Source: an optimization exercise on an open RTL-to-GDS flow (aim: small area, a short achievable clock period and few clock cycles per item). Production flows keep margins and buffers that such runs may drop.
Only simulation tests tie the RTL to the original design; equivalence was not proved.
Power is estimated from default activity; no workload was simulated.

// RFILE
module RFILE(clk, rst, A_x, A_y, B_x, B_y, C_x, C_y, rssiA, rssiB, rssiC,
             valueA, valueB, valueC, expA, expB, expC, busy, out_valid, xt, yt);
input           clk;
input           rst;
input  [7:0]    A_x, A_y, B_x, B_y, C_x, C_y;
input  [19:0]   rssiA, rssiB, rssiC;
input  [15:0]   valueA, valueB, valueC;
output reg [11:0] expA, expB, expC;
output reg      busy;
output reg      out_valid;
output reg [7:0] xt, yt;
reg  [8:0] ph;            
reg  [2:0] k;             
reg        knz;           
reg        k2;            
reg  [2:0] cnt;           
wire       first = ph[7];
reg        mq2, mq3, mq6, mq7, lfx, lfy;
always @(posedge clk) begin
    mq2 <= ph[1];
    mq3 <= ph[2];
    mq6 <= ph[5];
    mq7 <= ph[6];
    lfx <= ph[6];
    lfy <= ph[6];
end
wire [2:0] cn = first ? (s4 ? k : {1'b0, fs} + k) : cnt - 3'd1;
wire       fin = ph[8] && (cn == 3'd1);
reg  [1:0] fc;            
wire       fe = (fc != 2'd0);
always @(posedge clk or posedge rst) begin
    if (rst) begin
        ph <= 9'd1;
    end else begin
        ph <= fin ? 9'd1 : {ph[8] | ph[7], ph[6:0], 1'b0};
    end
end
always @(posedge clk) begin
    out_valid <= fin;
    busy <= ~fin;
end
always @(posedge clk) begin
    cnt <= cn;
    if (first) fc <= s4 ? 2'd0 : fs - 2'd1;
    else if (fc != 2'd0) fc <= fc - 2'd1;
end
function [13:0] f_exp(input [19:0] u);
    reg [19:0] z; reg [2:0] r, rn; reg [16:0] q; integer j; reg b;
    begin
        z = 20'd806912 - u;
        r = 3'd0;
        for (j = 18; j >= 2; j = j - 1) begin
            b = z[j];
            case (r)
                3'd0: begin q[j-2] = 1'b0; rn = {2'b00, b}; end
                3'd1: begin q[j-2] = 1'b0; rn = {2'b01, b}; end
                3'd2: begin q[j-2] = b;    rn = b ? 3'd0 : 3'd4; end
                3'd3: begin q[j-2] = 1'b1; rn = b ? 3'd2 : 3'd1; end
                default: begin q[j-2] = 1'b1; rn = b ? 3'd4 : 3'd3; end
            endcase
            r = rn;
        end
        f_exp = q[13:0];
    end
endfunction
reg  [19:0] rs;            
reg  [1:0]  iA, iB, iC;
wire [13:0] e = f_exp(rs);
always @(posedge clk) begin
  ...
export LEC_CHECK = 0
export ABC_AREA = 1
export CAP_MARGIN = 20
export CORE_MARGIN = 2
export CORE_UTILIZATION = 40
export SLEW_MARGIN = 20
create_clock -name core_clock -period 115.0 [get_ports {clk}]
standard.sh (not shown) runs the stock make flow with config.mk's settings and CLKGATE_MAP_FILE= SYNTH_SCRIPT=/design/flow/synth_recipe.tcl, a recipe that flattens the netlist after the stock synthesis.
==> flow/flow/run.sh <==
#!/bin/bash
# Standard layout (the standard.sh) with two changes:
#  - synthesis script flow/syn.tcl (the standard flow's script with Yosys synth -noabc and
#    the final ABC mapping done by flow/abc_map.script),
#  - port buffers are sky130_fd_sc_hd__buf_1 (every port still gets one).
set -euo pipefail
HERE=$(pwd)
export FLOW_ABC_SCRIPT=$HERE/flow/abc_map.script
sed -e "s#SYNTH_SCRIPT=[^ ]*#SYNTH_SCRIPT=$HERE/flow/syn.tcl#" \
    -e "s#make -C #make BUFFER_PORTS_ARGS='-buffer_cell sky130_fd_sc_hd__buf_1' -C #" \
    standard.sh > flow_standard.sh
grep -q "flow/syn.tcl" flow_standard.sh
grep -q "BUFFER_PORTS_ARGS" flow_standard.sh
bash flow_standard.sh finish > make.log 2>&1
==> flow/flow/abc_map.script <==
strash
dch -f
map -D 18000
topo
stime -c
buffer -c
upsize -c
dnsize -c
==> flow/flow/syn.tcl <==
# The standard flow's synthesis script (synth_recipe.tcl) with two changes to the
# combinational mapping only; registers are unchanged:
#  - Yosys's generic synth runs without its early "abc -fast" pass (-noabc).
#    That pass rewrites XOR/majority logic so that extract_fa builds full
#    adders with inverted pins and leaves inverters between them.
#  - The final ABC mapping uses flow/abc_map.script (delay-targeted mapping
#    with area recovery, then the usual buffering and sizing) in place of the
#    ORFS script, whose delay target of 115 ps makes it map for speed only.
proc synth {args} { yosys synth -nofsm -noshare -noabc {*}$args }
proc abc {args} {
  set i [lsearch -exact $args -script]
  if {$i >= 0 && [info exists ::env(FLOW_ABC_SCRIPT)]} {
    lset args [expr {$i + 1}] $::env(FLOW_ABC_SCRIPT)
  }
  puts "abc mapping script: [lindex $args [expr {$i + 1}]]"
  yosys abc {*}$args
}
source $::env(SCRIPTS_DIR)/synth.tcl
# left out here: clear keep_hierarchy, flatten, clean up, hide names made inside functions, write 1_2_yosys.v
The baseline finished clean.
Testbench counts at the start, summed over its fixed seeds: cycles 4,728, items 512.
Change:
CTS_BUF_LIST = sky130_fd_sc_hd__clkbuf_16   (was unset)
The new run completed without violations.
Utilization barely changes.
Global-route usage does not change.
Cell area hardly moves.
Routed wire length barely changes.
Worst setup slack gets better by 3.2 ps.
Clock-buffer cell count came out lower by 3.
Clock power stays flat.
Area after synthesis stays the same.
Change:
CTS_BUF_LIST = unset   (was sky130_fd_sc_hd__clkbuf_16)
CTS_CLUSTER_DIAMETER = 50   (was unset)
CTS_CLUSTER_SIZE = 20   (was unset)
Die area does not change.
Routed wire length hardly moves.
Design area grows by 1.2%.
Change:
==> flow/flow/abc_map.script (replaced) <==
strash
dc2
strash
dch -f
map -D 18000
topo
stime -c
buffer -c
upsize -c
dnsize -c
--- a/flow/flow/syn.tcl
+++ b/flow/flow/syn.tcl
@@ -4,6 +4,7 @@
 #    That pass rewrites XOR/majority logic so that extract_fa builds full
 #    adders with inverted pins and leaves inverters between them.
-#  - The final ABC mapping uses flow/abc_map.script (delay-targeted mapping
-#    with area recovery, then the usual buffering and sizing) in place of the
+#  - The final ABC mapping uses flow/abc_map.script (a dc2 rewrite, then
+#    delay-targeted mapping with area recovery, then the usual buffering and
+#    sizing) in place of the
 #    ORFS script, whose delay target of 115 ps makes it map for speed only.
 proc synth {args} { yosys synth -nofsm -noshare -noabc {*}$args }
CTS_CLUSTER_DIAMETER = unset   (was 50)
CTS_CLUSTER_SIZE = unset   (was 20)
=> Via count came out lower by 1.9%. Wire length is lower by 1.3%. Synthesized area went down by 0.39%. Sequential share of layout area came out higher by 0.20 points. Setup slack is worse by 1300 ps. Non-clock buffer count rises by 10.

static timing again, ports no longer ideal:
The results above use ideal ports. As a check the final layouts listed here were re-extracted and re-timed, cells and wires unchanged.
Step 1, drivers: a clkbuf_16 drives clk and a buf_2 each remaining input, both assumed.
Step 2 also shifts input and output timing later by t, the mid clock arrival at the registers, as if the neighbouring blocks saw the same clock.
a / b / c = no drivers / after step 1 / after step 2; a / b = the first two.
run | t, ns | setup slack, ns | worst hold slack (ns) | worst setup path after step 2 | pins driven straight from the clock port
the first run | 0.669 | 90.817 / 90.752 / 90.868 | 0.486 / 0.486 / 0.486 | input to register | 1
the second run | 0.667 | 90.820 / 90.755 / 90.870 | 0.486 / 0.486 / 0.486 | input to register | 1
the third run | 0.673 | 90.809 / 90.734 / 90.866 | 0.488 / 0.488 / 0.488 | input to register | 1
the fourth run | 0.633 | 89.536 / 89.536 / 89.536 | 0.497 / 0.497 / 0.497 | register to register | 1
After both steps setup and hold are still met in every run listed.
